Context: an optimization exercise on an open-source flow, tuned for small area. The choices shown serve that exercise and are no tape-out recipe.
The RTL of this run was laid out without a check of its function.
In this run the design's own scripts or RTL, not TritonCTS, make the clock network.
The flow treats the clock pin as an ideal source. Dropping or thinning the clock tree relies on that and would not hold on a real chip.

## design/flow/config.mk

```make
export PLATFORM = sky130hd
export DESIGN_NAME = fir_filter
export DESIGN_NICKNAME = fir_filter
export VERILOG_FILES = /design/flow/design.v
export SDC_FILE = /design/flow/constraint.sdc
export NUM_CORES = 4
export LEC_CHECK = 0
export CAP_MARGIN = 20
export CORE_MARGIN = 2
export CORE_UTILIZATION = 72
export GPL_TIMING_DRIVEN = 0
export SLEW_MARGIN = 20
export SYNTH_HIERARCHICAL = 1
```

## design/flow/constraint.sdc

```tcl
create_clock -name core_clock -period 13.0 [get_ports {clk}]
set_input_delay 2.6000 -clock core_clock [delete_from_list [all_inputs] [get_ports {clk}]]
set_output_delay 2.6000 -clock core_clock [all_outputs]
set_load 0.01 [all_outputs]
```

## design/flow/design.v

```verilog
module fir_filter(clk,reset,data_in,data_out);
input clk,reset;
input signed [15:0] data_in;  
output reg signed [15:0] data_out;  
reg [15:0] x0, x1, x2, x3, x4, x5, x6, x7;
wire [15:0] y;
always @(posedge clk or posedge reset)
  if (reset) begin
    x0 <= 0; x1 <= 0; x2 <= 0; x3 <= 0;
    x4 <= 0; x5 <= 0; x6 <= 0; x7 <= 0;
    data_out <= 0;
  end else begin
    x0 <= data_in; x1 <= x0; x2 <= x1; x3 <= x2;
    x4 <= x3; x5 <= x4; x6 <= x5; x7 <= x6;
    data_out <= y;
  end
  wire n1 = x1[0] ^ x6[0];
  wire n2 = x1[0] & x6[0];
  wire n3, n4;
  fir_fa u_n3 (.a(x1[1]), .b(x6[1]), .c(n2), .s(n3), .co(n4));
  wire n5, n6;
  fir_fa u_n5 (.a(x1[2]), .b(x6[2]), .c(n4), .s(n5), .co(n6));
  wire n7, n8;
  fir_fa u_n7 (.a(x1[3]), .b(x6[3]), .c(n6), .s(n7), .co(n8));
  wire n9, n10;
  fir_fa u_n9 (.a(x1[4]), .b(x6[4]), .c(n8), .s(n9), .co(n10));
  wire n11, n12;
  fir_fa u_n11 (.a(x1[5]), .b(x6[5]), .c(n10), .s(n11), .co(n12));
  wire n13, n14;
  fir_fa u_n13 (.a(x1[6]), .b(x6[6]), .c(n12), .s(n13), .co(n14));
  wire n15, n16;
  fir_fa u_n15 (.a(x1[7]), .b(x6[7]), .c(n14), .s(n15), .co(n16));
  wire n17, n18;
  fir_fa u_n17 (.a(x1[8]), .b(x6[8]), .c(n16), .s(n17), .co(n18));
  wire n19, n20;
  fir_fa u_n19 (.a(x1[9]), .b(x6[9]), .c(n18), .s(n19), .co(n20));
  wire n21, n22;
  fir_fa u_n21 (.a(x1[10]), .b(x6[10]), .c(n20), .s(n21), .co(n22));
  wire n23, n24;
  fir_fa u_n23 (.a(x1[11]), .b(x6[11]), .c(n22), .s(n23), .co(n24));
  wire n25, n26;
  fir_fa u_n25 (.a(x1[12]), .b(x6[12]), .c(n24), .s(n25), .co(n26));
  wire n27, n28;
  fir_fa u_n27 (.a(x1[13]), .b(x6[13]), .c(n26), .s(n27), .co(n28));
  wire n29, n30;
  fir_fa u_n29 (.a(x1[14]), .b(x6[14]), .c(n28), .s(n29), .co(n30));
  wire n31, n32;
  fir_fa u_n31 (.a(~x1[15]), .b(~x6[15]), .c(n30), .s(n31), .co(n32));
  wire n33 = 1'b1 ^ x2[0] ^ x5[0];
  wire n34 = (1'b1 & x2[0]) | (1'b1 & x5[0]) | (x2[0] & x5[0]);
  wire n35, n36;
  fir_fa u_n35 (.a(x2[1]), .b(x5[1]), .c(n34), .s(n35), .co(n36));
  wire n37, n38;
  fir_fa u_n37 (.a(x2[2]), .b(x5[2]), .c(n36), .s(n37), .co(n38));
  wire n39, n40;
  fir_fa u_n39 (.a(x2[3]), .b(x5[3]), .c(n38), .s(n39), .co(n40));
  wire n41, n42;
  fir_fa u_n41 (.a(x2[4]), .b(x5[4]), .c(n40), .s(n41), .co(n42));
  wire n43, n44;
  fir_fa u_n43 (.a(x2[5]), .b(x5[5]), .c(n42), .s(n43), .co(n44));
  wire n45, n46;
  fir_fa u_n45 (.a(x2[6]), .b(x5[6]), .c(n44), .s(n45), .co(n46));
  wire n47, n48;
  fir_fa u_n47 (.a(x2[7]), .b(x5[7]), .c(n46), .s(n47), .co(n48));
  wire n49, n50;
  fir_fa u_n49 (.a(x2[8]), .b(x5[8]), .c(n48), .s(n49), .co(n50));
  wire n51, n52;
  fir_fa u_n51 (.a(x2[9]), .b(x5[9]), .c(n50), .s(n51), .co(n52));
  wire n53, n54;
  fir_fa u_n53 (.a(x2[10]), .b(x5[10]), .c(n52), .s(n53), .co(n54));
  wire n55, n56;
  fir_fa u_n55 (.a(x2[11]), .b(x5[11]), .c(n54), .s(n55), .co(n56));
  wire n57, n58;
  fir_fa u_n57 (.a(x2[12]), .b(x5[12]), .c(n56), .s(n57), .co(n58));
  wire n59, n60;
  fir_fa u_n59 (.a(x2[13]), .b(x5[13]), .c(n58), .s(n59), .co(n60));
  wire n61, n62;
  fir_fa u_n61 (.a(x2[14]), .b(x5[14]), .c(n60), .s(n61), .co(n62));
  wire n63, n64;
  fir_fa u_n63 (.a(~x2[15]), .b(~x5[15]), .c(n62), .s(n63), .co(n64));
  wire n65 = x3[0] ^ x4[0];
  wire n66 = x3[0] & x4[0];
  wire n67, n68;
  fir_fa u_n67 (.a(x3[1]), .b(x4[1]), .c(n66), .s(n67), .co(n68));
  wire n69, n70;
  fir_fa u_n69 (.a(x3[2]), .b(x4[2]), .c(n68), .s(n69), .co(n70));
  wire n71, n72;
  fir_fa u_n71 (.a(x3[3]), .b(x4[3]), .c(n70), .s(n71), .co(n72));
  wire n73, n74;
  fir_fa u_n73 (.a(x3[4]), .b(x4[4]), .c(n72), .s(n73), .co(n74));
  wire n75, n76;
  fir_fa u_n75 (.a(x3[5]), .b(x4[5]), .c(n74), .s(n75), .co(n76));
  wire n77, n78;
  fir_fa u_n77 (.a(x3[6]), .b(x4[6]), .c(n76), .s(n77), .co(n78));
  wire n79, n80;
  fir_fa u_n79 (.a(x3[7]), .b(x4[7]), .c(n78), .s(n79), .co(n80));
  wire n81, n82;
  fir_fa u_n81 (.a(x3[8]), .b(x4[8]), .c(n80), .s(n81), .co(n82));
  wire n83, n84;
  fir_fa u_n83 (.a(x3[9]), .b(x4[9]), .c(n82), .s(n83), .co(n84));
  wire n85, n86;
  fir_fa u_n85 (.a(x3[10]), .b(x4[10]), .c(n84), .s(n85), .co(n86));
  wire n87, n88;
  fir_fa u_n87 (.a(x3[11]), .b(x4[11]), .c(n86), .s(n87), .co(n88));
  wire n89, n90;
  fir_fa u_n89 (.a(x3[12]), .b(x4[12]), .c(n88), .s(n89), .co(n90));
  wire n91, n92;
  fir_fa u_n91 (.a(x3[13]), .b(x4[13]), .c(n90), .s(n91), .co(n92));
  wire n93, n94;
  fir_fa u_n93 (.a(x3[14]), .b(x4[14]), .c(n92), .s(n93), .co(n94));
  wire n95, n96;
  fir_fa u_n95 (.a(~x3[15]), .b(~x4[15]), .c(n94), .s(n95), .co(n96));
  wire n97 = ~x0[0] ^ n33;
  wire n98 = ~x0[0] & n33;
  wire n99, n100;
  fir_fa u_n99 (.a(~x0[1]), .b(n98), .c(n35), .s(n99), .co(n100));
  wire n101, n102;
  fir_fa u_n101 (.a(~x0[2]), .b(n37), .c(n100), .s(n101), .co(n102));
  wire n103, n104;
  fir_fa u_n103 (.a(~x0[3]), .b(n39), .c(n102), .s(n103), .co(n104));
  wire n105, n106;
  fir_fa u_n105 (.a(~x0[4]), .b(n41), .c(n104), .s(n105), .co(n106));
  wire n107, n108;
  fir_fa u_n107 (.a(~x0[5]), .b(n43), .c(n106), .s(n107), .co(n108));
  wire n109, n110;
  fir_fa u_n109 (.a(~x0[6]), .b(n45), .c(n108), .s(n109), .co(n110));
  wire n111, n112;
  fir_fa u_n111 (.a(~x0[7]), .b(n47), .c(n110), .s(n111), .co(n112));
  wire n113, n114;
  fir_fa u_n113 (.a(~x0[8]), .b(n49), .c(n112), .s(n113), .co(n114));
  wire n115, n116;
  fir_fa u_n115 (.a(~x0[9]), .b(n51), .c(n114), .s(n115), .co(n116));
  wire n117, n118;
  fir_fa u_n117 (.a(~x0[10]), .b(n53), .c(n116), .s(n117), .co(n118));
  wire n119, n120;
  fir_fa u_n119 (.a(~x0[11]), .b(n55), .c(n118), .s(n119), .co(n120));
  wire n121, n122;
  fir_fa u_n121 (.a(~x0[12]), .b(n57), .c(n120), .s(n121), .co(n122));
  wire n123, n124;
  fir_fa u_n123 (.a(~x0[13]), .b(n59), .c(n122), .s(n123), .co(n124));
  wire n125, n126;
  fir_fa u_n125 (.a(~x0[14]), .b(n61), .c(n124), .s(n125), .co(n126));
  wire n127, n128;
  fir_fa u_n127 (.a(x0[15]), .b(n63), .c(n126), .s(n127), .co(n128));
  wire n129 = n64 ^ n128;
  wire n130 = n64 & n128;
  wire n131 = x0[3] ^ n1;
  wire n132 = x0[3] & n1;
  wire n133, n134;
  fir_fa u_n133 (.a(x0[4]), .b(n132), .c(n3), .s(n133), .co(n134));
  wire n135, n136;
  fir_fa u_n135 (.a(x0[5]), .b(n5), .c(n134), .s(n135), .co(n136));
  wire n137, n138;
  fir_fa u_n137 (.a(x0[6]), .b(n7), .c(n136), .s(n137), .co(n138));
  wire n139, n140;
  fir_fa u_n139 (.a(x0[7]), .b(n9), .c(n138), .s(n139), .co(n140));
  wire n141, n142;
  fir_fa u_n141 (.a(x0[8]), .b(n11), .c(n140), .s(n141), .co(n142));
  wire n143, n144;
  fir_fa u_n143 (.a(x0[9]), .b(n13), .c(n142), .s(n143), .co(n144));
  wire n145, n146;
  fir_fa u_n145 (.a(x0[10]), .b(n15), .c(n144), .s(n145), .co(n146));
  wire n147, n148;
  fir_fa u_n147 (.a(x0[11]), .b(n17), .c(n146), .s(n147), .co(n148));
  wire n149, n150;
  fir_fa u_n149 (.a(x0[12]), .b(n19), .c(n148), .s(n149), .co(n150));
  wire n151, n152;
  fir_fa u_n151 (.a(x0[13]), .b(n21), .c(n150), .s(n151), .co(n152));
  wire n153, n154;
  fir_fa u_n153 (.a(x0[14]), .b(n23), .c(n152), .s(n153), .co(n154));
  wire n155, n156;
  fir_fa u_n155 (.a(~x0[15]), .b(n25), .c(n154), .s(n155), .co(n156));
  wire n157 = n27 ^ n156;
  wire n158 = n27 & n156;
  wire n159 = n158 ^ n29;
  wire n160 = n158 & n29;
  wire n161 = n160 ^ n31;
  wire n162 = n160 & n31;
  wire n163 = n32 ^ n162;
  wire n164 = n32 & n162;
  wire n165 = 1'b1 ^ x7[0] ^ n3;
  wire n166 = (1'b1 & x7[0]) | (1'b1 & n3) | (x7[0] & n3);
  wire n167, n168;
  fir_fa u_n167 (.a(x7[1]), .b(n5), .c(n166), .s(n167), .co(n168));
  wire n169, n170;
  fir_fa u_n169 (.a(x7[2]), .b(n7), .c(n168), .s(n169), .co(n170));
  wire n171, n172;
  fir_fa u_n171 (.a(x7[3]), .b(n9), .c(n170), .s(n171), .co(n172));
  wire n173, n174;
  fir_fa u_n173 (.a(x7[4]), .b(n11), .c(n172), .s(n173), .co(n174));
  wire n175, n176;
  fir_fa u_n175 (.a(x7[5]), .b(n13), .c(n174), .s(n175), .co(n176));
  wire n177, n178;
  fir_fa u_n177 (.a(x7[6]), .b(n15), .c(n176), .s(n177), .co(n178));
  wire n179, n180;
  fir_fa u_n179 (.a(x7[7]), .b(n17), .c(n178), .s(n179), .co(n180));
  wire n181, n182;
  fir_fa u_n181 (.a(x7[8]), .b(n19), .c(n180), .s(n181), .co(n182));
  wire n183, n184;
  fir_fa u_n183 (.a(x7[9]), .b(n21), .c(n182), .s(n183), .co(n184));
  wire n185, n186;
  fir_fa u_n185 (.a(x7[10]), .b(n23), .c(n184), .s(n185), .co(n186));
  wire n187, n188;
  fir_fa u_n187 (.a(x7[11]), .b(n25), .c(n186), .s(n187), .co(n188));
  wire n189, n190;
  fir_fa u_n189 (.a(x7[12]), .b(n27), .c(n188), .s(n189), .co(n190));
  wire n191, n192;
  fir_fa u_n191 (.a(x7[13]), .b(n29), .c(n190), .s(n191), .co(n192));
  wire n193, n194;
  fir_fa u_n193 (.a(x7[14]), .b(n192), .c(n31), .s(n193), .co(n194));
  wire n195, n196;
  fir_fa u_n195 (.a(~x7[15]), .b(n32), .c(n194), .s(n195), .co(n196));
  wire n197 = 1'b1 ^ x7[0] ^ n97;
  wire n198 = (1'b1 & x7[0]) | (1'b1 & n97) | (x7[0] & n97);
  wire n199, n200;
  fir_fa u_n199 (.a(x7[1]), .b(n198), .c(n99), .s(n199), .co(n200));
  wire n201, n202;
  fir_fa u_n201 (.a(x7[2]), .b(n200), .c(n101), .s(n201), .co(n202));
  wire n203, n204;
  fir_fa u_n203 (.a(x7[3]), .b(n202), .c(n103), .s(n203), .co(n204));
  wire n205, n206;
  fir_fa u_n205 (.a(x7[4]), .b(n204), .c(n105), .s(n205), .co(n206));
  wire n207, n208;
  fir_fa u_n207 (.a(x7[5]), .b(n206), .c(n107), .s(n207), .co(n208));
  wire n209, n210;
  fir_fa u_n209 (.a(x7[6]), .b(n208), .c(n109), .s(n209), .co(n210));
  wire n211, n212;
  fir_fa u_n211 (.a(x7[7]), .b(n210), .c(n111), .s(n211), .co(n212));
  wire n213, n214;
  fir_fa u_n213 (.a(x7[8]), .b(n212), .c(n113), .s(n213), .co(n214));
  wire n215, n216;
  fir_fa u_n215 (.a(x7[9]), .b(n214), .c(n115), .s(n215), .co(n216));
  wire n217, n218;
  fir_fa u_n217 (.a(x7[10]), .b(n216), .c(n117), .s(n217), .co(n218));
  wire n219, n220;
  fir_fa u_n219 (.a(x7[11]), .b(n218), .c(n119), .s(n219), .co(n220));
  wire n221, n222;
  fir_fa u_n221 (.a(x7[12]), .b(n220), .c(n121), .s(n221), .co(n222));
  wire n223, n224;
  fir_fa u_n223 (.a(x7[13]), .b(n222), .c(n123), .s(n223), .co(n224));
  wire n225, n226;
  fir_fa u_n225 (.a(x7[14]), .b(n224), .c(n125), .s(n225), .co(n226));
  wire n227, n228;
  fir_fa u_n227 (.a(~x7[15]), .b(n226), .c(n127), .s(n227), .co(n228));
  wire n229 = n65 ^ n99;
  wire n230 = n65 & n99;
  wire n231, n232;
  fir_fa u_n231 (.a(n67), .b(n230), .c(n101), .s(n231), .co(n232));
  wire n233, n234;
  fir_fa u_n233 (.a(n69), .b(n232), .c(n103), .s(n233), .co(n234));
  wire n235, n236;
  fir_fa u_n235 (.a(n71), .b(n234), .c(n105), .s(n235), .co(n236));
  wire n237, n238;
  fir_fa u_n237 (.a(n73), .b(n236), .c(n107), .s(n237), .co(n238));
  wire n239, n240;
  fir_fa u_n239 (.a(n75), .b(n238), .c(n109), .s(n239), .co(n240));
  wire n241, n242;
  fir_fa u_n241 (.a(n77), .b(n240), .c(n111), .s(n241), .co(n242));
  wire n243, n244;
  fir_fa u_n243 (.a(n79), .b(n242), .c(n113), .s(n243), .co(n244));
  wire n245, n246;
  fir_fa u_n245 (.a(n81), .b(n244), .c(n115), .s(n245), .co(n246));
  wire n247, n248;
  fir_fa u_n247 (.a(n83), .b(n246), .c(n117), .s(n247), .co(n248));
  wire n249, n250;
  fir_fa u_n249 (.a(n85), .b(n248), .c(n119), .s(n249), .co(n250));
  wire n251, n252;
  fir_fa u_n251 (.a(n87), .b(n250), .c(n121), .s(n251), .co(n252));
  wire n253, n254;
  fir_fa u_n253 (.a(n89), .b(n252), .c(n123), .s(n253), .co(n254));
  wire n255, n256;
  fir_fa u_n255 (.a(n91), .b(n254), .c(n125), .s(n255), .co(n256));
  wire n257, n258;
  fir_fa u_n257 (.a(n93), .b(n256), .c(n127), .s(n257), .co(n258));
  wire n259, n260;
  fir_fa u_n259 (.a(n95), .b(n129), .c(n258), .s(n259), .co(n260));
  wire n261, n262;
  fir_fa u_n261 (.a(n96), .b(n130), .c(n260), .s(n261), .co(n262));
  wire n263 = 1'b1 ^ x0[0] ^ n201;
  wire n264 = (1'b1 & x0[0]) | (1'b1 & n201) | (x0[0] & n201);
  wire n265, n266;
  fir_fa u_n265 (.a(x0[1]), .b(n264), .c(n203), .s(n265), .co(n266));
  wire n267, n268;
  fir_fa u_n267 (.a(x0[2]), .b(n266), .c(n205), .s(n267), .co(n268));
  wire n269, n270;
  fir_fa u_n269 (.a(n131), .b(n268), .c(n207), .s(n269), .co(n270));
  wire n271, n272;
  fir_fa u_n271 (.a(n133), .b(n270), .c(n209), .s(n271), .co(n272));
  wire n273, n274;
  fir_fa u_n273 (.a(n135), .b(n272), .c(n211), .s(n273), .co(n274));
  wire n275, n276;
  fir_fa u_n275 (.a(n137), .b(n274), .c(n213), .s(n275), .co(n276));
  wire n277, n278;
  fir_fa u_n277 (.a(n139), .b(n276), .c(n215), .s(n277), .co(n278));
  wire n279, n280;
  fir_fa u_n279 (.a(n141), .b(n278), .c(n217), .s(n279), .co(n280));
  wire n281, n282;
  fir_fa u_n281 (.a(n143), .b(n280), .c(n219), .s(n281), .co(n282));
  wire n283 = n145 ^ n221;
  wire n284 = n145 & n221;
  wire n285, n286;
  fir_fa u_n285 (.a(n147), .b(n284), .c(n223), .s(n285), .co(n286));
  wire n287, n288;
  fir_fa u_n287 (.a(n149), .b(n286), .c(n225), .s(n287), .co(n288));
  wire n289, n290;
  fir_fa u_n289 (.a(n151), .b(n288), .c(n227), .s(n289), .co(n290));
  wire n291, n292;
  fir_fa u_n291 (.a(n153), .b(n129), .c(n228), .s(n291), .co(n292));
  wire n293 = n290 ^ n291;
  wire n294 = n290 & n291;
  wire n295, n296;
  fir_fa u_n295 (.a(n155), .b(n130), .c(n292), .s(n295), .co(n296));
  wire n297 = n294 ^ n295;
  wire n298 = n294 & n295;
  wire n299 = ~(n1 | n199);
  wire n300, n301;
  fir_fa u_n300 (.a(n97), .b(n165), .c(~n299), .s(n300), .co(n301));
  wire n302 = ~(n300 | n263);
  wire n303 = 1'b0 ^ x0[0] ^ n167;
  wire n304 = (1'b0 & x0[0]) | (1'b0 & n167) | (x0[0] & n167);
  wire n305, n306;
  fir_fa u_n305 (.a(n229), .b(n303), .c(n301), .s(n305), .co(n306));
  wire n307 = (~n302 & n305) | (~n302 & n265) | (n305 & n265);
  wire n308, n309;
  fir_fa u_n308 (.a(x0[1]), .b(~n65), .c(n1), .s(n308), .co(n309));
  wire n310, n311;
  fir_fa u_n310 (.a(n308), .b(n304), .c(n169), .s(n310), .co(n311));
  wire n312, n313;
  fir_fa u_n312 (.a(n231), .b(n310), .c(n306), .s(n312), .co(n313));
  wire n314 = (n312 & n267) | (n312 & n307) | (n267 & n307);
  wire n315, n316;
  fir_fa u_n315 (.a(x0[2]), .b(~n67), .c(n309), .s(n315), .co(n316));
  wire n317, n318;
  fir_fa u_n317 (.a(n165), .b(n197), .c(n315), .s(n317), .co(n318));
  wire n319, n320;
  fir_fa u_n319 (.a(n317), .b(n171), .c(n311), .s(n319), .co(n320));
  wire n321, n322;
  fir_fa u_n321 (.a(n233), .b(n319), .c(n313), .s(n321), .co(n322));
  wire n323 = (n321 & n314) | (n321 & n269) | (n314 & n269);
  wire n324, n325;
  fir_fa u_n324 (.a(n131), .b(~n69), .c(n316), .s(n324), .co(n325));
  wire n326, n327;
  fir_fa u_n326 (.a(n167), .b(n318), .c(n324), .s(n326), .co(n327));
  wire n328, n329;
  fir_fa u_n328 (.a(n199), .b(n326), .c(n173), .s(n328), .co(n329));
  wire n330, n331;
  fir_fa u_n330 (.a(n320), .b(n328), .c(n235), .s(n330), .co(n331));
  wire n332, n333;
  fir_fa u_n332 (.a(n322), .b(n330), .c(n323), .s(n332), .co(n333));
  wire n334 = ~(n271 | n332);
  wire n335, n336;
  fir_fa u_n335 (.a(n133), .b(~n71), .c(n325), .s(n335), .co(n336));
  wire n337, n338;
  fir_fa u_n337 (.a(n169), .b(n327), .c(n335), .s(n337), .co(n338));
  wire n339, n340;
  fir_fa u_n339 (.a(n337), .b(n263), .c(n175), .s(n339), .co(n340));
  wire n341, n342;
  fir_fa u_n341 (.a(n329), .b(n339), .c(n331), .s(n341), .co(n342));
  wire n343, n344;
  fir_fa u_n343 (.a(n237), .b(n341), .c(n333), .s(n343), .co(n344));
  wire n345 = (n273 & ~n334) | (n273 & n343) | (~n334 & n343);
  wire n346, n347;
  fir_fa u_n346 (.a(n1), .b(n135), .c(~n73), .s(n346), .co(n347));
  wire n348, n349;
  fir_fa u_n348 (.a(n336), .b(n346), .c(n171), .s(n348), .co(n349));
  wire n350, n351;
  fir_fa u_n350 (.a(n338), .b(n348), .c(n265), .s(n350), .co(n351));
  wire n352, n353;
  fir_fa u_n352 (.a(n340), .b(n177), .c(n350), .s(n352), .co(n353));
  wire n354, n355;
  fir_fa u_n354 (.a(n342), .b(n239), .c(n352), .s(n354), .co(n355));
  wire n356, n357;
  fir_fa u_n356 (.a(n354), .b(n344), .c(n275), .s(n356), .co(n357));
  wire n358 = ~(n345 | n356);
  wire n359, n360;
  fir_fa u_n359 (.a(n165), .b(n137), .c(n347), .s(n359), .co(n360));
  wire n361, n362;
  fir_fa u_n361 (.a(n359), .b(n349), .c(n173), .s(n361), .co(n362));
  wire n363, n364;
  fir_fa u_n363 (.a(n361), .b(n351), .c(n267), .s(n363), .co(n364));
  wire n365, n366;
  fir_fa u_n365 (.a(n179), .b(n353), .c(n363), .s(n365), .co(n366));
  wire n367, n368;
  fir_fa u_n367 (.a(n241), .b(n355), .c(n365), .s(n367), .co(n368));
  wire n369, n370;
  fir_fa u_n369 (.a(n367), .b(n357), .c(n277), .s(n369), .co(n370));
  wire n371 = (n75 & n358) | (n75 & ~n369) | (n358 & ~n369);
  wire n372 = 1'b1 ^ n97 ^ ~n167;
  wire n373 = (1'b1 & n97) | (1'b1 & ~n167) | (n97 & ~n167);
  wire n374, n375;
  fir_fa u_n374 (.a(n372), .b(~n139), .c(n77), .s(n374), .co(n375));
  wire n376, n377;
  fir_fa u_n376 (.a(n360), .b(n175), .c(n362), .s(n376), .co(n377));
  wire n378, n379;
  fir_fa u_n378 (.a(n376), .b(n364), .c(n269), .s(n378), .co(n379));
  wire n380, n381;
  fir_fa u_n380 (.a(n181), .b(n366), .c(n378), .s(n380), .co(n381));
  wire n382, n383;
  fir_fa u_n382 (.a(n243), .b(n368), .c(n380), .s(n382), .co(n383));
  wire n384, n385;
  fir_fa u_n384 (.a(n382), .b(n370), .c(n279), .s(n384), .co(n385));
  wire n386 = (n374 & n371) | (n374 & ~n384) | (n371 & ~n384);
  wire n387, n388;
  fir_fa u_n387 (.a(n229), .b(~n169), .c(n373), .s(n387), .co(n388));
  wire n389, n390;
  fir_fa u_n389 (.a(n387), .b(n79), .c(n375), .s(n389), .co(n390));
  wire n391, n392;
  fir_fa u_n391 (.a(n141), .b(n177), .c(n377), .s(n391), .co(n392));
  wire n393, n394;
  fir_fa u_n393 (.a(n391), .b(n379), .c(n271), .s(n393), .co(n394));
  wire n395, n396;
  fir_fa u_n395 (.a(n183), .b(n381), .c(n393), .s(n395), .co(n396));
  wire n397, n398;
  fir_fa u_n397 (.a(n245), .b(n383), .c(n395), .s(n397), .co(n398));
  wire n399, n400;
  fir_fa u_n399 (.a(n397), .b(n385), .c(n281), .s(n399), .co(n400));
  wire n401 = (n389 & n386) | (n389 & ~n399) | (n386 & ~n399);
  wire n402 = 1'b0 ^ n1 ^ n97;
  wire n403 = (1'b0 & n1) | (1'b0 & n97) | (n1 & n97);
  wire n404, n405;
  fir_fa u_n404 (.a(n402), .b(n171), .c(~n231), .s(n404), .co(n405));
  wire n406, n407;
  fir_fa u_n406 (.a(~n388), .b(n404), .c(n143), .s(n406), .co(n407));
  wire n408, n409;
  fir_fa u_n408 (.a(~n81), .b(~n390), .c(n406), .s(n408), .co(n409));
  wire n410, n411;
  fir_fa u_n410 (.a(n179), .b(n392), .c(n408), .s(n410), .co(n411));
  wire n412, n413;
  fir_fa u_n412 (.a(n410), .b(n394), .c(n273), .s(n412), .co(n413));
  wire n414, n415;
  fir_fa u_n414 (.a(n185), .b(n396), .c(n412), .s(n414), .co(n415));
  wire n416, n417;
  fir_fa u_n416 (.a(n247), .b(n398), .c(n414), .s(n416), .co(n417));
  wire n418, n419;
  fir_fa u_n418 (.a(n416), .b(n282), .c(n283), .s(n418), .co(n419));
  wire n420 = (n400 & n418) | (n400 & ~n401) | (n418 & ~n401);
  wire n421 = 1'b0 ^ n403 ^ n165;
  wire n422 = (1'b0 & n403) | (1'b0 & n165) | (n403 & n165);
  wire n423, n424;
  fir_fa u_n423 (.a(n421), .b(n229), .c(n173), .s(n423), .co(n424));
  wire n425, n426;
  fir_fa u_n425 (.a(~n233), .b(n405), .c(n423), .s(n425), .co(n426));
  wire n427, n428;
  fir_fa u_n427 (.a(n145), .b(n407), .c(~n83), .s(n427), .co(n428));
  wire n429, n430;
  fir_fa u_n429 (.a(n425), .b(n427), .c(n181), .s(n429), .co(n430));
  wire n431, n432;
  fir_fa u_n431 (.a(n409), .b(n411), .c(n429), .s(n431), .co(n432));
  wire n433, n434;
  fir_fa u_n433 (.a(n431), .b(n413), .c(n187), .s(n433), .co(n434));
  wire n435, n436;
  fir_fa u_n435 (.a(n275), .b(n415), .c(n433), .s(n435), .co(n436));
  wire n437, n438;
  fir_fa u_n437 (.a(n249), .b(n417), .c(n435), .s(n437), .co(n438));
  wire n439, n440;
  fir_fa u_n439 (.a(n437), .b(n419), .c(n285), .s(n439), .co(n440));
  wire n441 = ~(n439 | n420);
  wire n442, n443;
  fir_fa u_n442 (.a(~n97), .b(n167), .c(n422), .s(n442), .co(n443));
  wire n444, n445;
  fir_fa u_n444 (.a(n442), .b(n231), .c(n175), .s(n444), .co(n445));
  wire n446, n447;
  fir_fa u_n446 (.a(n424), .b(n444), .c(n426), .s(n446), .co(n447));
  wire n448, n449;
  fir_fa u_n448 (.a(n235), .b(~n147), .c(n85), .s(n448), .co(n449));
  wire n450, n451;
  fir_fa u_n450 (.a(n428), .b(n446), .c(n183), .s(n450), .co(n451));
  wire n452, n453;
  fir_fa u_n452 (.a(n430), .b(n450), .c(n432), .s(n452), .co(n453));
  wire n454, n455;
  fir_fa u_n454 (.a(n452), .b(n189), .c(n434), .s(n454), .co(n455));
  wire n456, n457;
  fir_fa u_n456 (.a(n277), .b(n436), .c(n454), .s(n456), .co(n457));
  wire n458, n459;
  fir_fa u_n458 (.a(n438), .b(n456), .c(n251), .s(n458), .co(n459));
  wire n460, n461;
  fir_fa u_n460 (.a(n458), .b(n440), .c(n287), .s(n460), .co(n461));
  wire n462 = (n448 & n441) | (n448 & ~n460) | (n441 & ~n460);
  wire n463, n464;
  fir_fa u_n463 (.a(~n229), .b(n169), .c(n443), .s(n463), .co(n464));
  wire n465, n466;
  fir_fa u_n465 (.a(n463), .b(n233), .c(n445), .s(n465), .co(n466));
  wire n467, n468;
  fir_fa u_n467 (.a(n177), .b(n465), .c(n447), .s(n467), .co(n468));
  wire n469, n470;
  fir_fa u_n469 (.a(n237), .b(n87), .c(n449), .s(n469), .co(n470));
  wire n471, n472;
  fir_fa u_n471 (.a(n149), .b(n467), .c(n185), .s(n471), .co(n472));
  wire n473, n474;
  fir_fa u_n473 (.a(n451), .b(n471), .c(n453), .s(n473), .co(n474));
  wire n475, n476;
  fir_fa u_n475 (.a(n473), .b(n191), .c(n455), .s(n475), .co(n476));
  wire n477, n478;
  fir_fa u_n477 (.a(n279), .b(n457), .c(n475), .s(n477), .co(n478));
  wire n479, n480;
  fir_fa u_n479 (.a(n477), .b(n459), .c(n253), .s(n479), .co(n480));
  wire n481, n482;
  fir_fa u_n481 (.a(~n469), .b(n479), .c(n461), .s(n481), .co(n482));
  wire n483, n484;
  fir_fa u_n483 (.a(n289), .b(~n462), .c(n481), .s(n483), .co(n484));
  wire n485, n486;
  fir_fa u_n485 (.a(n171), .b(~n231), .c(n464), .s(n485), .co(n486));
  wire n487, n488;
  fir_fa u_n487 (.a(n485), .b(n235), .c(n466), .s(n487), .co(n488));
  wire n489, n490;
  fir_fa u_n489 (.a(n179), .b(n487), .c(n468), .s(n489), .co(n490));
  wire n491, n492;
  fir_fa u_n491 (.a(n239), .b(n89), .c(n470), .s(n491), .co(n492));
  wire n493, n494;
  fir_fa u_n493 (.a(n151), .b(n489), .c(n187), .s(n493), .co(n494));
  wire n495, n496;
  fir_fa u_n495 (.a(n472), .b(n493), .c(n474), .s(n495), .co(n496));
  wire n497, n498;
  fir_fa u_n497 (.a(~n491), .b(n495), .c(n476), .s(n497), .co(n498));
  wire n499, n500;
  fir_fa u_n499 (.a(n193), .b(n281), .c(n478), .s(n499), .co(n500));
  wire n501, n502;
  fir_fa u_n501 (.a(n497), .b(n499), .c(n480), .s(n501), .co(n502));
  wire n503, n504;
  fir_fa u_n503 (.a(n255), .b(n501), .c(n293), .s(n503), .co(n504));
  wire n505, n506;
  fir_fa u_n505 (.a(n482), .b(n503), .c(n484), .s(n505), .co(n506));
  wire n507, n508;
  fir_fa u_n507 (.a(n173), .b(~n233), .c(n486), .s(n507), .co(n508));
  wire n509, n510;
  fir_fa u_n509 (.a(n507), .b(n237), .c(n488), .s(n509), .co(n510));
  wire n511, n512;
  fir_fa u_n511 (.a(n181), .b(n509), .c(n490), .s(n511), .co(n512));
  wire n513, n514;
  fir_fa u_n513 (.a(n241), .b(n91), .c(n492), .s(n513), .co(n514));
  wire n515, n516;
  fir_fa u_n515 (.a(n153), .b(n511), .c(n189), .s(n515), .co(n516));
  wire n517, n518;
  fir_fa u_n517 (.a(n494), .b(n515), .c(n496), .s(n517), .co(n518));
  wire n519, n520;
  fir_fa u_n519 (.a(~n513), .b(n282), .c(n517), .s(n519), .co(n520));
  wire n521, n522;
  fir_fa u_n521 (.a(n283), .b(n498), .c(n195), .s(n521), .co(n522));
  wire n523, n524;
  fir_fa u_n523 (.a(n519), .b(n500), .c(n521), .s(n523), .co(n524));
  wire n525, n526;
  fir_fa u_n525 (.a(n502), .b(n257), .c(n523), .s(n525), .co(n526));
  wire n527, n528;
  fir_fa u_n527 (.a(n525), .b(n297), .c(n504), .s(n527), .co(n528));
  wire n529 = n527 ^ n506;
  wire n530 = ~(n527 | n506);
  wire n531, n532;
  fir_fa u_n531 (.a(n175), .b(~n235), .c(n508), .s(n531), .co(n532));
  wire n533, n534;
  fir_fa u_n533 (.a(n531), .b(n239), .c(n510), .s(n533), .co(n534));
  wire n535, n536;
  fir_fa u_n535 (.a(n183), .b(n533), .c(n512), .s(n535), .co(n536));
  wire n537, n538;
  fir_fa u_n537 (.a(n243), .b(n93), .c(n514), .s(n537), .co(n538));
  wire n539, n540;
  fir_fa u_n539 (.a(n155), .b(n157), .c(n535), .s(n539), .co(n540));
  wire n541, n542;
  fir_fa u_n541 (.a(n191), .b(n516), .c(n539), .s(n541), .co(n542));
  wire n543, n544;
  fir_fa u_n543 (.a(~n537), .b(n541), .c(n518), .s(n543), .co(n544));
  wire n545, n546;
  fir_fa u_n545 (.a(n196), .b(n520), .c(n543), .s(n545), .co(n546));
  wire n547, n548;
  fir_fa u_n547 (.a(n522), .b(n285), .c(n545), .s(n547), .co(n548));
  wire n549, n550;
  fir_fa u_n549 (.a(n524), .b(n547), .c(n526), .s(n549), .co(n550));
  wire n551, n552;
  fir_fa u_n551 (.a(n259), .b(n296), .c(n549), .s(n551), .co(n552));
  wire n553, n554;
  fir_fa u_n553 (.a(n298), .b(n551), .c(n528), .s(n553), .co(n554));
  wire n555 = 1'b0 ^ n177 ^ n532;
  wire n556 = (1'b0 & n177) | (1'b0 & n532) | (n177 & n532);
  wire n557, n558;
  fir_fa u_n557 (.a(~n237), .b(n555), .c(n241), .s(n557), .co(n558));
  wire n559, n560;
  fir_fa u_n559 (.a(n534), .b(n185), .c(n557), .s(n559), .co(n560));
  wire n561, n562;
  fir_fa u_n561 (.a(n157), .b(n536), .c(n559), .s(n561), .co(n562));
  wire n563, n564;
  fir_fa u_n563 (.a(n159), .b(~n95), .c(n540), .s(n563), .co(n564));
  wire n565, n566;
  fir_fa u_n565 (.a(~n245), .b(~n538), .c(n561), .s(n565), .co(n566));
  wire n567, n568;
  fir_fa u_n567 (.a(n542), .b(n563), .c(n193), .s(n567), .co(n568));
  wire n569, n570;
  fir_fa u_n569 (.a(n565), .b(n544), .c(n567), .s(n569), .co(n570));
  wire n571, n572;
  fir_fa u_n571 (.a(n546), .b(n569), .c(n287), .s(n571), .co(n572));
  wire n573, n574;
  fir_fa u_n573 (.a(n548), .b(n571), .c(n550), .s(n573), .co(n574));
  wire n575, n576;
  fir_fa u_n575 (.a(n261), .b(n552), .c(n573), .s(n575), .co(n576));
  wire n577 = 1'b0 ^ n179 ^ n556;
  wire n578 = (1'b0 & n179) | (1'b0 & n556) | (n179 & n556);
  wire n579, n580;
  fir_fa u_n579 (.a(n577), .b(n243), .c(n558), .s(n579), .co(n580));
  wire n581, n582;
  fir_fa u_n581 (.a(n187), .b(n560), .c(n579), .s(n581), .co(n582));
  wire n583, n584;
  fir_fa u_n583 (.a(~n239), .b(n159), .c(~n96), .s(n583), .co(n584));
  wire n585, n586;
  fir_fa u_n585 (.a(~n247), .b(n562), .c(n581), .s(n585), .co(n586));
  wire n587, n588;
  fir_fa u_n587 (.a(n161), .b(n583), .c(n564), .s(n587), .co(n588));
  wire n589, n590;
  fir_fa u_n589 (.a(n566), .b(n585), .c(n587), .s(n589), .co(n590));
  wire n591, n592;
  fir_fa u_n591 (.a(n568), .b(n195), .c(n589), .s(n591), .co(n592));
  wire n593, n594;
  fir_fa u_n593 (.a(n570), .b(n591), .c(n572), .s(n593), .co(n594));
  wire n595, n596;
  fir_fa u_n595 (.a(n289), .b(n262), .c(n593), .s(n595), .co(n596));
  wire n597, n598;
  fir_fa u_n597 (.a(n574), .b(n595), .c(n576), .s(n597), .co(n598));
  wire n599, n600;
  fir_fa u_n599 (.a(n181), .b(n578), .c(~n241), .s(n599), .co(n600));
  wire n601, n602;
  fir_fa u_n601 (.a(n599), .b(n580), .c(n245), .s(n601), .co(n602));
  wire n603, n604;
  fir_fa u_n603 (.a(n189), .b(n582), .c(n601), .s(n603), .co(n604));
  wire n605, n606;
  fir_fa u_n605 (.a(n161), .b(n584), .c(~n249), .s(n605), .co(n606));
  wire n607, n608;
  fir_fa u_n607 (.a(n586), .b(n603), .c(n163), .s(n607), .co(n608));
  wire n609, n610;
  fir_fa u_n609 (.a(n588), .b(n605), .c(n607), .s(n609), .co(n610));
  wire n611, n612;
  fir_fa u_n611 (.a(n196), .b(n590), .c(n609), .s(n611), .co(n612));
  wire n613, n614;
  fir_fa u_n613 (.a(n592), .b(n611), .c(n293), .s(n613), .co(n614));
  wire n615, n616;
  fir_fa u_n615 (.a(n594), .b(n613), .c(n596), .s(n615), .co(n616));
  wire n617, n618;
  fir_fa u_n617 (.a(n183), .b(~n243), .c(n600), .s(n617), .co(n618));
  wire n619, n620;
  fir_fa u_n619 (.a(n617), .b(n602), .c(n247), .s(n619), .co(n620));
  wire n621, n622;
  fir_fa u_n621 (.a(n191), .b(n604), .c(n619), .s(n621), .co(n622));
  wire n623, n624;
  fir_fa u_n623 (.a(n164), .b(n163), .c(n606), .s(n623), .co(n624));
  wire n625, n626;
  fir_fa u_n625 (.a(~n251), .b(n621), .c(n608), .s(n625), .co(n626));
  wire n627, n628;
  fir_fa u_n627 (.a(n623), .b(n610), .c(n625), .s(n627), .co(n628));
  wire n629, n630;
  fir_fa u_n629 (.a(n627), .b(n612), .c(n297), .s(n629), .co(n630));
  wire n631, n632;
  fir_fa u_n631 (.a(n614), .b(n629), .c(n616), .s(n631), .co(n632));
  wire n633, n634;
  fir_fa u_n633 (.a(n185), .b(~n245), .c(n618), .s(n633), .co(n634));
  wire n635, n636;
  fir_fa u_n635 (.a(n157), .b(n633), .c(n620), .s(n635), .co(n636));
  wire n637, n638;
  fir_fa u_n637 (.a(n249), .b(n164), .c(n193), .s(n637), .co(n638));
  wire n639, n640;
  fir_fa u_n639 (.a(n622), .b(n635), .c(n637), .s(n639), .co(n640));
  wire n641, n642;
  fir_fa u_n641 (.a(n624), .b(~n253), .c(n626), .s(n641), .co(n642));
  wire n643, n644;
  fir_fa u_n643 (.a(n639), .b(n628), .c(n641), .s(n643), .co(n644));
  wire n645, n646;
  fir_fa u_n645 (.a(n643), .b(n296), .c(n298), .s(n645), .co(n646));
  wire n647, n648;
  fir_fa u_n647 (.a(n630), .b(n645), .c(n632), .s(n647), .co(n648));
  wire n649, n650;
  fir_fa u_n649 (.a(n187), .b(n159), .c(n634), .s(n649), .co(n650));
  wire n651, n652;
  fir_fa u_n651 (.a(~n247), .b(n649), .c(n636), .s(n651), .co(n652));
  wire n653, n654;
  fir_fa u_n653 (.a(n251), .b(n638), .c(n195), .s(n653), .co(n654));
  wire n655, n656;
  fir_fa u_n655 (.a(n651), .b(n640), .c(n653), .s(n655), .co(n656));
  wire n657, n658;
  fir_fa u_n657 (.a(~n255), .b(n642), .c(n655), .s(n657), .co(n658));
  wire n659, n660;
  fir_fa u_n659 (.a(n644), .b(n657), .c(n646), .s(n659), .co(n660));
  wire n661 = 1'b0 ^ n189 ^ n650;
  wire n662 = (1'b0 & n189) | (1'b0 & n650) | (n189 & n650);
  wire n663, n664;
  fir_fa u_n663 (.a(n161), .b(~n249), .c(n661), .s(n663), .co(n664));
  wire n665, n666;
  fir_fa u_n665 (.a(n196), .b(n652), .c(n253), .s(n665), .co(n666));
  wire n667, n668;
  fir_fa u_n667 (.a(n663), .b(n654), .c(n665), .s(n667), .co(n668));
  wire n669, n670;
  fir_fa u_n669 (.a(n656), .b(~n257), .c(n667), .s(n669), .co(n670));
  wire n671, n672;
  fir_fa u_n671 (.a(n658), .b(n669), .c(n660), .s(n671), .co(n672));
  wire n673, n674;
  fir_fa u_n673 (.a(n191), .b(n163), .c(n662), .s(n673), .co(n674));
  wire n675, n676;
  fir_fa u_n675 (.a(~n251), .b(n673), .c(n664), .s(n675), .co(n676));
  wire n677, n678;
  fir_fa u_n677 (.a(n255), .b(n666), .c(n675), .s(n677), .co(n678));
  wire n679, n680;
  fir_fa u_n679 (.a(n668), .b(n677), .c(~n259), .s(n679), .co(n680));
  wire n681, n682;
  fir_fa u_n681 (.a(n670), .b(n679), .c(n672), .s(n681), .co(n682));
  wire n683 = 1'b0 ^ n164 ^ n193;
  wire n684 = (1'b0 & n164) | (1'b0 & n193) | (n164 & n193);
  wire n685, n686;
  fir_fa u_n685 (.a(n674), .b(n683), .c(~n253), .s(n685), .co(n686));
  wire n687, n688;
  fir_fa u_n687 (.a(n676), .b(n685), .c(n257), .s(n687), .co(n688));
  wire n689, n690;
  fir_fa u_n689 (.a(n678), .b(n687), .c(n680), .s(n689), .co(n690));
  wire n691, n692;
  fir_fa u_n691 (.a(~n261), .b(n689), .c(n682), .s(n691), .co(n692));
  wire n693 = 1'b1 ^ ~n684 ^ ~n195;
  wire n694 = (1'b1 & ~n684) | (1'b1 & ~n195) | (~n684 & ~n195);
  wire n695, n696;
  fir_fa u_n695 (.a(n693), .b(n255), .c(~n686), .s(n695), .co(n696));
  wire n697, n698;
  fir_fa u_n697 (.a(~n695), .b(n688), .c(n259), .s(n697), .co(n698));
  wire n699, n700;
  fir_fa u_n699 (.a(~n262), .b(n697), .c(n690), .s(n699), .co(n700));
  wire n701, n702;
  fir_fa u_n701 (.a(~n196), .b(n694), .c(n257), .s(n701), .co(n702));
  wire n703, n704;
  fir_fa u_n703 (.a(n696), .b(n701), .c(~n261), .s(n703), .co(n704));
  wire n705, n706;
  fir_fa u_n705 (.a(n698), .b(~n703), .c(n700), .s(n705), .co(n706));
  wire n707 = n702 ^ n259 ^ ~n262;
  wire n708 = n704 ^ n707 ^ ~n706;
  wire n709 = n530 ^ ~n553;
  wire n710 = n530 & ~n553;
  wire n711, n712;
  fir_fa u_n711 (.a(n554), .b(n575), .c(~n710), .s(n711), .co(n712));
  wire n713 = n597 ^ n712;
  wire n714 = ~(n597 | n712);
  wire n715, n716;
  fir_fa u_n715 (.a(n598), .b(n615), .c(~n714), .s(n715), .co(n716));
  wire n717 = n631 ^ n716;
  wire n718 = ~(n631 | n716);
  wire n719 = ~n647 ^ n718;
  wire n720 = ~n647 & n718;
  wire n721, n722;
  fir_fa u_n721 (.a(n648), .b(n659), .c(~n720), .s(n721), .co(n722));
  wire n723 = n692 ^ n699;
  wire n724 = ~(n692 | n699);
  wire n725 = ~n705 ^ n724;
  wire n726 = ~n705 & n724;
  wire n727 = n708 ^ n726;
  wire n728 = n681 ^ n671;
  wire n729 = ~(n681 | n671);
  wire n730 = ~n691 ^ n729;
  wire n731 = ~n691 & n729;
  wire n732, n733;
  fir_fa u_n732 (.a(n692), .b(n699), .c(~n731), .s(n732), .co(n733));
  wire n734 = n705 ^ n733;
  wire n735 = ~(n705 | n733);
  wire n736 = n708 ^ n735;
  wire n737 = ~n722 ? n671 : ~n671;
  wire n738 = ~n722 ? n728 : ~n681;
  wire n739 = ~n722 ? n730 : ~n691;
  wire n740 = ~n722 ? ~n732 : n723;
  wire n741 = ~n722 ? n734 : n725;
  wire n742 = ~n722 ? n736 : n727;
  assign y = {n742, n741, n740, n739, n738, n737, ~n721, n719, n717, ~n715, n713, ~n711, n709, n529, ~n505, ~n483};
endmodule
module fir_fa(a, b, c, s, co);
input a, b, c;
output s, co;
assign s = a ^ b ^ c;
assign co = (a & b) | (a & c) | (b & c);
endmodule
```

## design/flow/flow/run.sh

```bash
#!/bin/bash
# The standard layout (bash standard.sh) with these changes:
#  - port buffers (one per input and output port, as standard) use buf_1 cells;
#  - after clock tree synthesis, its tree is replaced (POST_CTS_TCL hook) by a
#    two-level tree (flow/mantree.tcl, flow/rebuild.tcl): clk -> one clkbuf_8
#    -> 8 clkbuf_8 leaves, each driving the x* sample flip-flops of one
#    placement cluster; the 16 data_out flip-flops get their own leaf, fed
#    through two clkdlybuf4s50_1 cells.  That skew only helps the
#    register-to-register paths x* -> data_out (the filter arithmetic); the
#    input paths (data_in -> x0) see the normal clock and the output paths
#    (data_out -> ports) only lose slack.
# standard.sh's output goes to standard_flow.log; ORFS's per-step logs stay in orfs/logs.
set -euo pipefail
FLOWDIR="$PWD/flow"
cat > "$PWD/post_cts.tcl" <<EOF
source $FLOWDIR/mantree.tcl
source $FLOWDIR/rebuild.tcl
clktree_rebuild 8 sky130_fd_sc_hd__clkbuf_8 sky130_fd_sc_hd__clkbuf_8 {data_out*} sky130_fd_sc_hd__clkdlybuf4s50_1 2
detailed_placement
check_placement -verbose
estimate_parasitics -placement
report_worst_slack -max
report_worst_slack -min
EOF
export POST_CTS_TCL="$PWD/post_cts.tcl"
# the timing repair that follows global routing runs with the final clock tree
export SKIP_CTS_REPAIR_TIMING=1
export BUFFER_PORTS_ARGS="-buffer_cell sky130_fd_sc_hd__buf_1"
export CTS_ARGS="-sink_clustering_enable -repair_clock_nets -buf_list sky130_fd_sc_hd__clkbuf_8 -dont_use_dummy_load"
bash standard.sh > standard_flow.log 2>&1
```

## design/flow/flow/mantree.tcl

```tcl
# Build a two-level clock tree by hand: the clock port drives one root
# buffer, which drives NLEAF leaf buffers, each feeding the flip-flops of one
# k-means cluster (by placed location) directly.
proc mantree_build { nleaf leaf_cell root_cell {late_pat ""} {dly_cell ""} {ndly 0} } {
  set db [ord::get_db]
  set block [ord::get_db_block]
  set clknet [$block findNet clk]
  set sinks {}
  set late {}
  foreach it [$clknet getITerms] {
    if {$late_pat ne "" && [string match $late_pat [[$it getInst] getName]]} {
      lappend late $it
    } else {
      lappend sinks $it
    }
  }
  set pts {}
  foreach it $sinks {
    set b [[$it getInst] getBBox]
    lappend pts [list [expr {([$b xMin] + [$b xMax]) / 2}] [expr {([$b yMin] + [$b yMax]) / 2}]]
  }
  set n [llength $pts]
  # k-means, deterministic init: sinks sorted by x then split evenly
  set order [lsort -integer -indices [lmap p $pts {lindex $p 0}]]
  set cent {}
  for {set k 0} {$k < $nleaf} {incr k} {
    set i [lindex $order [expr {int(($k + 0.5) * $n / $nleaf)}]]
    lappend cent [lindex $pts $i]
  }
  set cap [expr {int(ceil(double($n) / $nleaf)) + 2}]
  for {set iter 0} {$iter < 30} {incr iter} {
    # capacity-limited assignment: closest sink-centroid pairs first
    set pairs {}
    for {set i 0} {$i < $n} {incr i} {
      set p [lindex $pts $i]
      for {set k 0} {$k < $nleaf} {incr k} {
        set c [lindex $cent $k]
        set d [expr {abs([lindex $p 0] - [lindex $c 0]) + abs([lindex $p 1] - [lindex $c 1])}]
        lappend pairs [list $d $i $k]
      }
    }
    set pairs [lsort -real -index 0 $pairs]
    set asg [lrepeat $n -1]
    set cnt [lrepeat $nleaf 0]
    foreach pr $pairs {
      lassign $pr d i k
      if {[lindex $asg $i] >= 0} continue
      if {[lindex $cnt $k] >= $cap} continue
      lset asg $i $k
      lset cnt $k [expr {[lindex $cnt $k] + 1}]
    }
    set newc {}
    for {set k 0} {$k < $nleaf} {incr k} {
      set sx 0; set sy 0; set m 0
      for {set i 0} {$i < $n} {incr i} {
        if {[lindex $asg $i] == $k} {
          set sx [expr {$sx + [lindex $pts $i 0]}]
          set sy [expr {$sy + [lindex $pts $i 1]}]
          incr m
        }
      }
      if {$m > 0} {
        lappend newc [list [expr {$sx / $m}] [expr {$sy / $m}]]
      } else {
        lappend newc [lindex $cent $k]
      }
    }
    set cent $newc
  }
  # root buffer at the centroid of the leaves
  set rx 0; set ry 0
  foreach c $cent { set rx [expr {$rx + [lindex $c 0]}]; set ry [expr {$ry + [lindex $c 1]}] }
  set rx [expr {$rx / $nleaf}]; set ry [expr {$ry / $nleaf}]
  set rmaster [$db findMaster $root_cell]
  set lmaster [$db findMaster $leaf_cell]
  set root [odb::dbInst_create $block $rmaster "clkroot_buf"]
  $root setLocation [expr {int($rx)}] [expr {int($ry)}]
  $root setPlacementStatus PLACED
  set rnet [odb::dbNet_create $block "clk_root"]
  $rnet setSigType CLOCK
  foreach it $sinks { $it disconnect }
  foreach it $late { $it disconnect }
  [$root findITerm A] connect $clknet
  [$root findITerm X] connect $rnet
  for {set k 0} {$k < $nleaf} {incr k} {
    set leaf [odb::dbInst_create $block $lmaster "clkleaf_buf_$k"]
    $leaf setLocation [expr {int([lindex $cent $k 0])}] [expr {int([lindex $cent $k 1])}]
    $leaf setPlacementStatus PLACED
    set lnet [odb::dbNet_create $block "clk_leaf_$k"]
    $lnet setSigType CLOCK
    [$leaf findITerm A] connect $rnet
    [$leaf findITerm X] connect $lnet
    for {set i 0} {$i < $n} {incr i} {
      if {[lindex $asg $i] == $k} {
        [lindex $sinks $i] connect $lnet
      }
    }
  }
  if {[llength $late] > 0} {
    # the late cluster: root net -> ndly delay cells -> one leaf buffer
    set lx 0; set ly 0
    foreach it $late {
      set b [[$it getInst] getBBox]
      set lx [expr {$lx + ([$b xMin] + [$b xMax]) / 2}]
      set ly [expr {$ly + ([$b yMin] + [$b yMax]) / 2}]
    }
    set lx [expr {int($lx / [llength $late])}]; set ly [expr {int($ly / [llength $late])}]
    set prev $rnet
    set dmaster [$db findMaster $dly_cell]
    for {set d 0} {$d < $ndly} {incr d} {
      set di [odb::dbInst_create $block $dmaster "clkdly_buf_$d"]
      $di setLocation $lx $ly
      $di setPlacementStatus PLACED
      set dn [odb::dbNet_create $block "clk_dly_$d"]
      $dn setSigType CLOCK
      [$di findITerm A] connect $prev
      [$di findITerm X] connect $dn
      set prev $dn
    }
    set leaf [odb::dbInst_create $block $lmaster "clkleaf_buf_late"]
    $leaf setLocation $lx $ly
    $leaf setPlacementStatus PLACED
    set lnet [odb::dbNet_create $block "clk_leaf_late"]
    $lnet setSigType CLOCK
    [$leaf findITerm A] connect $prev
    [$leaf findITerm X] connect $lnet
    foreach it $late { $it connect $lnet }
  }
  puts "mantree: $n sinks, $nleaf leaves, cluster sizes $cnt, late [llength $late] via $ndly $dly_cell"
}
```

## design/flow/flow/rebuild.tcl

```tcl
# Replace the clock tree that clock_tree_synthesis built with a two-level
# tree (mantree.tcl): every flip-flop clock pin goes back on the clock net,
# the CTS buffers and their nets are removed, then the new tree is built.
proc clktree_rebuild { nleaf leaf_cell root_cell {late_pat ""} {dly_cell ""} {ndly 0} } {
  set block [ord::get_db_block]
  set clknet [$block findNet clk]
  set bufs {}
  foreach inst [$block getInsts] {
    if {[string match "clkbuf_*" [$inst getName]] && [string match "sky130_fd_sc_hd__clkbuf_*" [[$inst getMaster] getName]]} {
      lappend bufs $inst
    }
  }
  set nets {}
  foreach b $bufs {
    set onet [[$b findITerm X] getNet]
    if {$onet ne "NULL"} { lappend nets $onet }
  }
  foreach onet $nets {
    foreach it [$onet getITerms] {
      set inst [$it getInst]
      if {[lsearch -exact $bufs $inst] >= 0} continue
      $it disconnect
      $it connect $clknet
    }
  }
  foreach b $bufs { odb::dbInst_destroy $b }
  foreach onet $nets { odb::dbNet_destroy $onet }
  puts "clktree_rebuild: removed [llength $bufs] CTS buffers"
  mantree_build $nleaf $leaf_cell $root_cell $late_pat $dly_cell $ndly
}
```

## design/flow/standard.sh

```bash
#!/bin/bash
# synth_recipe.tcl (not shown) runs the flow's synth.tcl, then flattens the netlist and writes it again
# the make line also repeats each setting of config.mk as NAME=value (left out here)
make -C /OpenROAD-flow-scripts/flow DESIGN_CONFIG=/design/flow/config.mk WORK_HOME=/design/flow/orfs CLKGATE_MAP_FILE= SYNTH_SCRIPT=/design/flow/synth_recipe.tcl "${@:-finish}"
```

==> results.txt <==
- Synth area leader: fa_1
- Via count: 4,992
- Critical path's slowest cell: fa_2
- Synth cell count leaders: fa_1, dfrtp_1, inv_1
- Post-synthesis sequential area ratio: 32.3%
- Post-DP Area: 0.0116 sq mm
- Clock latency on the worst-skew pair: 1.36 ns
- Final setup skew: 0.979 ns
- Fin. max-slew vios: 0
- Final worst-path cycle share: 96.2%
- Critical Path Start Type: flip-flop
- First-pass GRT wire length: 34,100 um
- Area delta synth->final: 5.20%
- Final critical-path required period: 12.51 ns
- Drt via density: 5.68
- Port bufs: 33
- Share of layout cells above drive strength 1: 3.91%
- Fin Setup TNS: 0 ns
- Height of the die: 129 um
- Cell area after layout: 0.0117 sq mm
- Fin. Hold Viols: 0
- Worst EP required: 14.29 ns
- Largest net degree at the start of global routing: 75
- Top-count cell post-synth: fa_1
- GR Overflow Total: 0
- Initial antenna violation count: 0
- R2r setup slk: 0.49 ns
- Critical path data arrival time: 13.81 ns
- Outcome: no timing/DRC/antenna violations
- Vias in the first global route: 6,324
- Crit path kind: reg -> reg
- Fraction of registers with async set/reset: 100%
- Leading register cell type out of synthesis: dfrtp_1
- Die width: 129 um
- Crit path max fanout: 7
- Num Clock Sinks: 144
- Synth cell types: 24
- Worst-path clk slew: 0.09 ns
- HP Start: x7[15]$_DFF_PP0_
- Number of diodes: 0
- Reg2reg start: x1[0]$_DFF_PP0_
- Total number of yosys warnings: 7
- Drt first pass iters: 4
- Io pins: 34
- Detailed placement HPWL: 18,800 um
- Tightest Pin Transition: 0.463 ns
- Aggregate global-route resource usage: 28.5%
- Wirelength per Cell: 23.6 um
- Post-Syn Area per Cell: 17.3 sq um
- Worst R2R Path Depth: 41
- Final ANT Viol Nets: 0
- Fill count: 847
- R2R Path End: data_out[15]$_DFF_PP0_
- Most frequent CP cell: fa_1
- F_max: 79.9 MHz
- Worst hold path stage count: 5
- Initial Util: 73.5%
- Max incr delay on CP: 0.64 ns
- Setup crit end kind: flip-flop
- Worst rel slew slack: 69.2%
- Yosys top cell area share: 57.9%
- Synth Register Bits: 144
- Hold Path Class: reg -> reg
- Finished Core Util: 77.3%
- Mapped Cells: 644
- Core ar.: 0.0152 sq mm
- Post-route DRC: 0
- Dpl ws: -0.787 ns
- Site Rows: 45
- Hold EP: data_out[0]$_DFF_PP0_
- RePlAce Congestion: 0.933
- Nets: 1,070
- Top post-synthesis cells by area: fa_1, dfrtp_1, ha_1, inv_1, xnor2_1
- Number of flops mapped to enable cells by yosys: 0
- Max-cap violations: 0
- Full die area: 0.0165 sq mm
- Unrepaired setup endpoints after global routing: no
- Endpoints failing setup: 0
- WL final: 20,800 um
- Synthesized cell area: 0.0112 sq mm
- Setup ws final: 0.488 ns
- Post-Syn Nets: 1,021
- DR iter-0 viols: 264
[worst max path at each step]
stage	start	end	slack [ns]	cells after the start
2_1_floorplan	x1[0]$_DFF_PP0_	data_out[15]$_DFF_PP0_	0.19	41
3_3_place_gp	x1[0]$_DFF_PP0_	data_out[15]$_DFF_PP0_	-0.54	41
3_5_place_dp	x1[0]$_DFF_PP0_	data_out[15]$_DFF_PP0_	-0.79	41
5_1_grt	x1[0]$_DFF_PP0_	data_out[15]$_DFF_PP0_	0.01	41
6_report	x1[0]$_DFF_PP0_	data_out[15]$_DFF_PP0_	0.49	41
[Yosys stat by module (local to each module, per instance)]
module	times used	area, sq um	flip-flops and latches
fir_fa	323	20.0	0
fir_filter	1	4700	144
[metrics by stage]
step | cells | hold WS (ns)
global route | 879 | 0.394
detailed placement | 866 | 0.367
floorplan | 644 | 0.354
global placement | 865 | 0.356
finish | 879 | 0.342
[layout make-up]
class                      instances  area (sq um)  share of cell area, %
sequential                       144          3600                   30.7
buffer                            13           163                   1.38
inverter                         110           420                   3.58
tap                              188           235                   2.00
multi-input combinational        389          7170                   61.0
timing repair buffer              35           159                   1.35
[sequential cells by signal, indices dropped and copies added (netlist names)]
signal and flops:
x7 16, x4 16, data_out 16, x2 16, x6 16, x0 16
x1 16, x5 16, x3 16
[routing by layer]
layer / track usage (%) / up-vias / part of all wire, %
li1: - / 1997 / -
met1: 44.4 / 2830 / 44
met2: 45.8 / 136 / 49
met3: 3.99 / 29 / 5.1
met4: 5.24 / 0 / 2.0
met5: 0 / - / 0
[layout by cell type (no fill, tap or decap), types with 2 or more instances in the layout]
cell | synthesis | final
clkbuf_8 | 0 | 10
o22ai_1 | 3 | 3
fa_1 | 323 | 316
o21ai_0 | 2 | 2
clkdlybuf4s50_1 | 0 | 2
mux2_2 | 3 | 3
nor2b_1 | 2 | 2
xnor2_1 | 4 | 4
fa_2 | 0 | 7
xor2_1 | 2 | 2
buf_1 | 0 | 33
nand2_1 | 2 | 2
dfrtp_1 | 144 | 144
ha_1 | 36 | 36
inv_1 | 110 | 109
[kinds of logic (layout without fill, tap and decap cells)]
| logic type | Yosys count | after routing | share of synthesized area (%) |
|---|---|---|---|
| compound gates | 13 | 13 | 0.852 |
| mux | 4 | 4 | 0.392 |
| flops | 144 | 144 | 32.3 |
| buf+inv | 111 | 158 | 3.74 |
| fa+ha+maj | 359 | 359 | 61.9 |
| xor+xnor | 6 | 6 | 0.471 |
| simple gates | 7 | 7 | 0.347 |
[worst max-delay path: cells and delay by family (launching register included)]
| family | cells | cell delay (ns) |
|---|---|---|
| xor gates and xnor gates | 2 | 0.29 |
| muxes | 1 | 0.22 |
| adders and majority gates | 31 | 11.99 |
| DFF | 1 | 0.40 |
| buffers and inverters | 7 | 0.52 |

==> afterwards: timing with drivers on the ports <==
In the flow no input, the clock included, has a driving cell. The finished layout below was timed again as built, in two steps. Step 1: set_driving_cell puts a clkbuf_16 on clk and a buf_2 on each other input, an assumption about the parent block. Step 2, shift: input delay + t, output delay - t, t = (earliest + latest rising clock arrival at the registers) / 2. This alone moves slack from input paths to output paths. Slacks: ideal / step 1 / step 2; pairs: ideal / step 1.
t (ns): 0.904
setup slack, ns: 0.488 / 0.488 / 0.488
worst setup path at the end: register to register
clock arrival spread, ns: 0.979 / 0.979
worst register clock-pin slew, ns: 0.11 / 0.11
In this run the clock reaches the registers at very different times; t lies between them, and the last value is a rough guide only. For this run, drivers alone change the setup slack by 0.000 ns; drivers and shift together by 0.000 ns.
